This is an optimization exercise on Yosys and OpenROAD, whose aim is small area and a short achievable clock period, not a production implementation.
RTL that was checked went through simulation tests only; none was proved equivalent to the original.
No driver is modelled on the clock port, so clock power and skew are understated where the tree is cut down; a real chip needs a root buffer or a tree.
Power is estimated from default activity; no workload was simulated.

job 101:
==> module fifo_sync, before the edit <==
module fifo_sync(clk,rst,wen,ren,data_in,data_out,full,empty);
  input clk;
  input rst;
  input wen;
  input ren;
  input [31 : 0] data_in;
  output reg [31 : 0] data_out;
  output reg full, empty;
  reg [31:0] mem [7:0];
  reg [7:0] wsel;    
  reg [7:0] rsel;    
  reg [7:1] cnt;     
  reg nfull;         
  reg nempty;        
  wire wr = wen & nfull;
  wire rd = ren & nempty;
  wire up   = wr & ~rd;
  wire down = rd & ~wr;
  integer i;
  always @(posedge clk)
    for (i = 0; i < 8; i = i + 1)
      if (wsel[i])
        mem[i] <= data_in;
  reg [31:0] head;
  always @* begin
    head = 32'd0;
    for (i = 0; i < 8; i = i + 1)
      head = head | ({32{rsel[i]}} & mem[i]);
  end
  wire take = rd & ~rst;
  wire hold = ~rd & ~rst;
  always @(posedge clk)
    data_out <= ({32{take}} & head) | ({32{hold}} & data_out);
  wire [8:0] c = {~nfull, cnt, ~nempty};
  wire [8:0] c_n = up ? {c[7:0], 1'b0} : down ? {1'b0, c[8:1]} : c;
  wire [7:0] wpos  = wsel | ({8{~nfull}} & rsel);
  wire [7:0] wnext = {wpos[6:0], wpos[7]};
  wire [7:0] rnext = {rsel[6:0], rsel[7]};
  always @(posedge clk) begin
    if (rst) begin
      wsel   <= 8'd1;
      rsel   <= 8'd1;
      cnt    <= 7'd0;
      full   <= 1'b0;
      empty  <= 1'b1;
      nfull  <= 1'b1;
      nempty <= 1'b0;
    end else begin
      wsel   <= c_n[8] ? 8'd0 : (wr ? wnext : wpos);
      if (rd) rsel <= rnext;
      cnt    <= c_n[7:1];
      full   <= c_n[8];
      empty  <= c_n[0];
      nfull  <= ~c_n[8];
      nempty <= ~c_n[0];
    end
  end
endmodule
==> flow/config.mk <==
export PLATFORM = sky130hd
export DESIGN_NAME = fifo_sync
export DESIGN_NICKNAME = fifo_sync
export VERILOG_FILES = /design/flow/design.v
export SDC_FILE = /design/flow/constraint.sdc
export NUM_CORES = 4
export LEC_CHECK = 0
export CAP_MARGIN = 20
export CORE_MARGIN = 2
export CORE_UTILIZATION = 65
export SETUP_SLACK_MARGIN = 0.7
export SLEW_MARGIN = 20
export TNS_END_PERCENT = 5
==> flow/constraint.sdc <==
create_clock -name core_clock -period 2.0 [get_ports {clk}]
set_input_delay 0.4000 -clock core_clock [delete_from_list [all_inputs] [get_ports {clk}]]
set_output_delay 0.4000 -clock core_clock [all_outputs]
set_load 0.01 [all_outputs]
standard.sh (not shown) runs the stock make flow with config.mk's settings and CLKGATE_MAP_FILE= SYNTH_SCRIPT=/design/flow/synth_recipe.tcl, a recipe that flattens the netlist after the stock synthesis.
==> flow/flow/run.sh <==
#!/bin/bash
# The standard layout, with three changes:
#  - port buffers become plain buffers after global placement (iobuf.tcl);
#  - CTS without dummy loads, in clusters of at most 20 sinks;
#  - after CTS the clock port drives four branch buffers directly instead of
#    a root buffer and two branch buffers (post_cts.tcl, retree.tcl).
set -uo pipefail
here=$(pwd)
bash standard.sh finish \
  POST_GLOBAL_PLACE_TCL="$here/flow/iobuf.tcl" \
  POST_CTS_TCL="$here/flow/post_cts.tcl" \
  CTS_ARGS="-sink_clustering_enable -repair_clock_nets -sink_clustering_size 20 -sink_clustering_max_diameter 60 -dont_use_dummy_load" \
  > "$here/standard.log" 2>&1
Other scripts of this flow, unchanged in this note and not shown: flow/flow/iobuf.tcl, flow/flow/post_cts.tcl, flow/flow/retree.tcl
Relative to job 101, the following input files were edited for job 102:
==> flow/design.v <==
module fifo_sync(clk,rst,wen,ren,data_in,data_out,full,empty);
  input clk;
  input rst;
  input wen;
  input ren;
  input [31 : 0] data_in;
  output reg [31 : 0] data_out;
  output reg full, empty;
  reg [31:0] mem [7:0];
  reg [7:0] wsel;    
  reg [7:0] rsel;    
  reg nfull;         
  reg nempty;        
  wire wr = wen & nfull;
  wire rd = ren & nempty;
  integer i;
  always @(posedge clk)
    for (i = 0; i < 8; i = i + 1)
      if (wsel[i])
        mem[i] <= data_in;
  wire take = rd & ~rst;
  wire hold = ~rd & ~rst;
  reg [31:0] rdata;
  always @* begin
    rdata = {32{hold}} & data_out;
    for (i = 0; i < 8; i = i + 1)
      rdata = rdata | ({32{take & rsel[i]}} & mem[i]);
  end
  always @(posedge clk)
    data_out <= rdata;
  wire [7:0] wpos  = wsel | ({8{~nfull}} & rsel);
  wire [7:0] wnext = {wpos[6:0], wpos[7]};
  wire [7:0] rnext = {rsel[6:0], rsel[7]};
  wire almost_full  = |(wnext & rsel);     
  wire almost_empty = |(rnext & wpos);     
  reg full_n, empty_n;
  always @* begin
    full_n  = ~nfull;
    empty_n = ~nempty;
    if (wr & ~rd) begin
      empty_n = 1'b0;
      full_n  = almost_full;
    end
    if (rd & ~wr) begin
      full_n  = 1'b0;
      empty_n = almost_empty;
    end
  end
  always @(posedge clk) begin
    if (rst) begin
      wsel   <= 8'd1;
      rsel   <= 8'd1;
      full   <= 1'b0;
      empty  <= 1'b1;
      nfull  <= 1'b1;
      nempty <= 1'b0;
    end else begin
      wsel   <= full_n ? 8'd0 : (wr ? wnext : wpos);
      if (rd) rsel <= rnext;
      full   <= full_n;
      empty  <= empty_n;
      nfull  <= ~full_n;
      nempty <= ~empty_n;
    end
  end
endmodule
Against job 101, first-pass GRT wire length in job 102 rose by a little under 10%.
On smallest hold slack, job 101 and job 102 are neck and neck.
Going from job 101 to job 102, total core area grows by about 0.35%.
Taking job 101 as the reference point, the number of detailed-route iterations in the first pass of job 102 rises by 1.
Diff job 101 -> job 102: overall power consumption went up; wire length after detailed routing higher; flip-flop and latch count saw a decrease; number of nets in the synthesized netlist climbed 43.
Job 102 ended with less largest fanout of any net on the critical path than job 101.
The run showing the smaller met1 track demand over resource in global routing is job 101.
Per the comparison of job 102 with job 101, power in the clock group down about 1%, area taken by flip-flops and latches down 120 um2.
Only the layout flow was run in job 102; the RTL was not checked for function there.

---

Another version of the RTL of fifo_sync (not shown whole).
Size: ~630 cells after synthesis, ~70 I/O pins.
==> module fifo_sync, before the edit <==
module fifo_sync(clk,rst,wen,ren,data_in,data_out,full,empty);
  input clk;
  input rst;
  input wen;
  input ren;
  input [31 : 0] data_in;
  output reg [31 : 0] data_out;
  output reg full, empty;
  reg [31:0] mem [7:0];
  reg [3:0] wj;      
  reg [7:0] rsel;    
  reg nfull;         
  reg nempty;        
  function automatic [7:0] jdec(input [3:0] j);
    begin
      jdec[0] = ~j[3] & ~j[0];
      jdec[1] =  j[0] & ~j[1];
      jdec[2] =  j[1] & ~j[2];
      jdec[3] =  j[2] & ~j[3];
      jdec[4] =  j[3] &  j[0];
      jdec[5] = ~j[0] &  j[1];
      jdec[6] = ~j[1] &  j[2];
      jdec[7] = ~j[2] &  j[3];
    end
  endfunction
  function automatic [3:0] jinc(input [3:0] j);
    jinc = {j[2:0], ~j[3]};
  endfunction
  wire [7:0] wsel = jdec(wj);
  wire wr = wen & nfull;
  wire rd = ren & nempty;
  integer i;
  always @(posedge clk)
    for (i = 0; i < 8; i = i + 1)
      if (nfull & wsel[i])
        mem[i] <= data_in;
  wire take = rd & ~rst;
  wire hold = ~rd & ~rst;
  reg [31:0] rdata;
  always @* begin
    rdata = {32{hold}} & data_out;
    for (i = 0; i < 8; i = i + 1)
      rdata = rdata | ({32{take & rsel[i]}} & mem[i]);
  end
  always @(posedge clk)
    data_out <= rdata;
  wire [7:0] rnext = {rsel[6:0], rsel[7]};
  wire [7:0] wnext = jdec(jinc(wj));
  wire almost_full  = |(wnext & rsel);     
  wire almost_empty = |(rnext & wsel);     
  reg full_n, empty_n;
  always @* begin
    full_n  = ~nfull;
    empty_n = ~nempty;
    if (wr & ~rd) begin
      empty_n = 1'b0;
      full_n  = almost_full;
    end
    if (rd & ~wr) begin
      full_n  = 1'b0;
      empty_n = almost_empty;
    end
  end
  always @(posedge clk) begin
    if (rst) begin
      wj     <= 4'd0;
      rsel   <= 8'd1;
      full   <= 1'b0;
      empty  <= 1'b1;
      nfull  <= 1'b1;
      nempty <= 1'b0;
    end else begin
      if (wr) wj <= jinc(wj);
      if (rd) rsel <= rnext;
      full   <= full_n;
      empty  <= empty_n;
      nfull  <= ~full_n;
      nempty <= ~empty_n;
    end
  end
endmodule
==> flow/config.mk <==
export PLATFORM = sky130hd
export DESIGN_NAME = fifo_sync
export DESIGN_NICKNAME = fifo_sync
export VERILOG_FILES = /design/flow/design.v
export SDC_FILE = /design/flow/constraint.sdc
export NUM_CORES = 4
export LEC_CHECK = 0
export CAP_MARGIN = 20
export CORE_MARGIN = 2
export CORE_UTILIZATION = 65
export SETUP_SLACK_MARGIN = 0.7
export SLEW_MARGIN = 20
export TNS_END_PERCENT = 5
==> flow/constraint.sdc <==
create_clock -name core_clock -period 2.0 [get_ports {clk}]
set_input_delay 0.4000 -clock core_clock [delete_from_list [all_inputs] [get_ports {clk}]]
set_output_delay 0.4000 -clock core_clock [all_outputs]
set_load 0.01 [all_outputs]
Scripts as last shown in full above: flow/flow/run.sh
Other scripts of this flow, unchanged in this note and not shown: flow/flow/iobuf.tcl, flow/flow/post_cts.tcl, flow/flow/retree.tcl
Then changed:
--- a/flow/design.v
+++ b/flow/design.v
@@ -35,33 +35,23 @@
       if (nfull & wsel[i])
         mem[i] <= data_in;
   wire take = rd & ~rst;
   wire hold = ~rd & ~rst;
-  reg [31:0] rdata;
+  reg [31:0] head;
   always @* begin
-    rdata = {32{hold}} & data_out;
+    head = 32'd0;
     for (i = 0; i < 8; i = i + 1)
-      rdata = rdata | ({32{take & rsel[i]}} & mem[i]);
+      head = head | ({32{rsel[i]}} & mem[i]);
   end
+  wire [31:0] rdata = ({32{take}} & head) | ({32{hold}} & data_out);
   always @(posedge clk)
     data_out <= rdata;
   wire [7:0] rnext = {rsel[6:0], rsel[7]};
   wire [7:0] wnext = jdec(jinc(wj));
   wire almost_full  = |(wnext & rsel);     
   wire almost_empty = |(rnext & wsel);     
-  reg full_n, empty_n;
-  always @* begin
-    full_n  = ~nfull;
-    empty_n = ~nempty;
-    if (wr & ~rd) begin
-      empty_n = 1'b0;
-      full_n  = almost_full;
-    end
-    if (rd & ~wr) begin
-      full_n  = 1'b0;
-      empty_n = almost_empty;
-    end
-  end
+  wire full_n  = ~(ren & nempty) & (~nfull  | (wen & almost_full));
+  wire empty_n = ~(wen & nfull)  & (~nempty | (ren & almost_empty));
   always @(posedge clk) begin
     if (rst) begin
       wj     <= 4'd0;
       rsel   <= 8'd1;
Result:
- sequential share of layout area went up by 3.8 points
- design area came out lower by 5.4%
- power falls by 1.7%
- clock power barely changes
- wire length drops by 7.1%
- die area came out lower by 1.2%
No functional check of the RTL was part of the first run of this note.

re-timing with driven ports:
In the flow no input, the clock included, has a driving cell. The finished layouts below were timed again as built, in two steps.
Step 1 assumes that a clkbuf_16 drives the clock port and a buf_2 every other input.
Step 2 adds t to the input delays and takes it off the output delays; t is the mean of the earliest and latest rising clock arrival at the registers after step 1. Input paths then give back, and output paths get back, about the clock's delay inside the block.
a / b / c = ideal ports / drivers / drivers and shift; a / b = the first two.
| run | t, ns | setup slack, ns | worst setup path after step 2 | worst register clock-pin slew, ns | cell pins on the clock port's net |
|---|---|---|---|---|---|
| job 101 | 0.395 | 0.669 / 0.669 / 0.417 | input to register | 0.08 / 0.08 | 4 |
| job 102 | 0.394 | 0.512 / 0.512 / 0.280 | input to register | 0.08 / 0.08 | 4 |
| the first run of note 2 | 0.389 | 0.499 / 0.499 / 0.330 | input to register | 0.08 / 0.08 | 4 |
| the second run of note 2 | 0.386 | 0.572 / 0.572 / 0.535 | input to register | 0.08 / 0.08 | 4 |
After both steps setup and hold are still met in every run listed. For job 101, which loses most, drivers alone change the setup slack by 0.000 ns; drivers and shift together by -0.252 ns.
